From an optimization exercise on the open Yosys and OpenROAD flow, aimed at small area and a short achievable clock period; shortcuts taken in it are not production practice.
RTL that was checked went through simulation tests only; none was proved equivalent to the original.
Power is estimated from default activity; no workload was simulated.

Design counters, start of the top module:
module counters(
input wire sysclk,
input wire foo_card,
input wire wfoo0_baz,
input wire wfoo0_blrb,
input wire wfoo0_zz1pb,
input wire [31:0] wfoo0_turn,
input wire debct_baz,
input wire debct_blrb,
input wire debct_zz1pb,
input wire debct_bar,
input wire [31:0] debct_turn,
input wire Z0_bar,
input wire Z0_baz,
input wire Z0_blrb,
input wire Z0_zz1pb,
input wire [31:0] Z0_turn,
input wire Y1_bar,
input wire Y1_baz,
input wire Y1_blrb,
input wire Y1_zz1pb,
input wire [31:0] Y1_turn,
input wire X2_bar,
input wire X2_baz,
input wire X2_blrb,
input wire X2_zz1pb,
input wire [31:0] X2_turn,
input wire W3_bar,
input wire W3_baz,
input wire W3_blrb,
input wire W3_zz1pb,
input wire [31:0] W3_turn,
output wire Z0_cwm,
output wire [31:0] Z0,
output wire Y1_cwm,
output wire [31:0] Y1,
output wire X2_cwm,
output wire [31:0] X2,
output wire W3_cwm,
output wire [31:0] W3,
output reg wfoo0_cwm,
output wire [31:0] wfoo0_llwln,
output wire debct_cwm,
output reg debct_pull,
output wire [31:0] debct,
output wire wdfilecardA2P
);
  wire debct_exp, z0_exp, y1_exp, x2_exp, w3_exp;
  counters_tmr t_debct(.clk(sysclk), .rst(foo_card), .baz(debct_baz), .blrb(debct_blrb),
    .bar(debct_bar), .zz1pb(debct_zz1pb), .turn(debct_turn), .cnt(debct), .cwm(debct_cwm),
    .expire(debct_exp));
  counters_tmr t_Z0(.clk(sysclk), .rst(foo_card), .baz(Z0_baz), .blrb(Z0_blrb),
    .bar(Z0_bar), .zz1pb(Z0_zz1pb), .turn(Z0_turn), .cnt(Z0), .cwm(Z0_cwm),
    .expire(z0_exp));
  counters_tmr t_Y1(.clk(sysclk), .rst(foo_card), .baz(Y1_baz), .blrb(Y1_blrb),
  ...
clock: 3.3 ns
lec_check: 0
cap_margin: 20
core_margin: 2
core_utilization: 40
setup_slack_margin: 1.4
slew_margin: 20
standard.sh (not shown) runs the stock make flow with config.mk's settings and CLKGATE_MAP_FILE= SYNTH_SCRIPT=/design/flow/synth_recipe.tcl, a recipe that flattens the netlist after the stock synthesis.
==> flow/flow/run.sh <==
#!/bin/bash
# The standard layout (standard.sh), with these changes:
#  - port buffers use the smallest buffer cell (buf_1) instead of the default choice;
#  - if flow/dont_use.txt exists, it replaces the platform's don't-use list
#    (it repeats the platform's list and adds slow wide OR/NOR cells);
#  - if flow/abc.script exists, synthesis is synth_recipe.tcl unchanged except that
#    Yosys's abc call runs that ABC script (flow/synth.tcl);
#  - if flow/post_gpl.tcl exists, it runs after global placement (sizes output port buffers);
#  - each line of flow/make_args.txt (if it exists) is passed to make as VAR=value.
set -uo pipefail
export BUFFER_PORTS_ARGS="-buffer_cell sky130_fd_sc_hd__buf_1"
args=()
if [[ -s flow/dont_use.txt ]]; then
  args+=("DONT_USE_CELLS=$(tr '\n' ' ' < flow/dont_use.txt)")
fi
if [[ -s flow/abc.script ]]; then
  export MY_ABC_SCRIPT="$PWD/flow/abc.script"
  args+=("SYNTH_SCRIPT=$PWD/flow/synth.tcl")
fi
if [[ -s flow/post_gpl.tcl ]]; then
  export POST_GLOBAL_PLACE_TCL="$PWD/flow/post_gpl.tcl"
fi
if [[ -s flow/make_args.txt ]]; then
  while IFS= read -r line; do
    [[ -n "$line" ]] && args+=("$line")
  done < flow/make_args.txt
fi
printf '%s\n' "${args[@]}" > run_args.log
bash standard.sh "${args[@]}" finish > standard.log 2>&1
Other scripts of this flow, unchanged in this note and not shown: flow/flow/abc.script, flow/flow/dont_use.txt, flow/flow/make_args.txt, flow/flow/synth.tcl
Then changed:
--- a/flow/design.v
+++ b/flow/design.v
@@ -329,35 +329,31 @@
   assign w_b[29] = w_z0_28;
   assign w_b[30] = w_z0_29;
   assign w_b[31] = w_z0_30;
   wire w_up0 = ~wd_cnt[1] & w_z2_3 & w_z4_7 & w_z8_15 & w_z16_31;
   wire w_zero = w_b[31] & ~wd_cnt[31];
   wire wd_turn_nz = |wfoo0_turn;
   wire wd_run = wd_armed & wfoo0_blrb;
-  reg wd_nz;
-  wire wd_at_zero = ~wd_nz;
-  wire wd_is_one = w_up0 & wd_cnt[0];
+  wire wd_at_zero = w_zero;
   wire wd_load = wfoo0_baz | (wd_run & wd_at_zero);
   wire wd_hit = ~wfoo0_baz & wd_run & wd_at_zero;
   assign wfoo0_llwln = wd_cnt;
   assign wdfilecardA2P = wd_a2p;
   always @(posedge sysclk, posedge foo_card) begin
     if (foo_card) begin
       wd_cnt <= 32'd0;
-      wd_nz <= 1'b0;
       wd_armed <= 1'b0;
       wd_mark <= 1'b0;
       wd_a2p <= 1'b0;
       wfoo0_cwm <= 1'b0;
       debct_pull <= 1'b0;
     end else begin
       debct_pull <= debct_exp;
       wd_a2p <= wd_hit & wd_mark;
       wd_cnt <= wd_load ? wfoo0_turn : wd_cnt ^ ({32{wd_run}} & w_b);
-      wd_nz <= wd_load ? wd_turn_nz : wd_run ? ~wd_is_one : wd_nz;
       if (wfoo0_baz) wd_armed <= ~wd_at_zero;
       else if (wd_hit & wd_mark) wd_armed <= 1'b0;
       if (wfoo0_baz) wd_mark <= 1'b0;
       else if (wd_hit) wd_mark <= 1'b1;
       if (~wfoo0_zz1pb) wfoo0_cwm <= 1'b0;
       else if (wd_hit & ~wd_mark) wfoo0_cwm <= 1'b1;
     end
Effect:
- wire length fell by 2.4%
- clock power stays flat
- final cell count fell by about 1.4%
- via count fell by about 0.8%
- maximum frequency fell by about 1.2%
- total power fell by 0.60%
- register-to-register slack improved by 0.02 ns
- flip-flop and latch count fell by 1
- count of clock-buffer cells in the layout stays the same
No functional check of the RTL was part of the first run of this note.

## re-timing with driven ports
In the flow no input, the clock included, has a driving cell. The finished layouts below were timed again as built, in two steps. Step 1, drivers: a clkbuf_16 drives sysclk and a buf_2 each remaining input, both assumed. Step 2 times the ports against the registers' clock, not the clock port: input delays grow and output delays shrink by t, the midpoint of the rising clock arrivals with the driver on. a / b / c = ideal ports / drivers / drivers and shift; a / b = the first two.
run	t, ns	slack for setup (ns)	worst hold slack (ns)	latest minus earliest clock arrival (ns)	cell pins on the clock port's net
the first run	0.522	1.472 / 1.424 / 1.127	0.369 / 0.347 / 0.503	0.019 / 0.020	1
the second run	0.522	1.451 / 1.401 / 1.148	0.339 / 0.335 / 0.494	0.032 / 0.032	1
After both steps setup and hold are still met in every run listed. The setup slack of the first run, which loses most, moves by -0.048 ns with the drivers and by -0.345 ns with both steps.
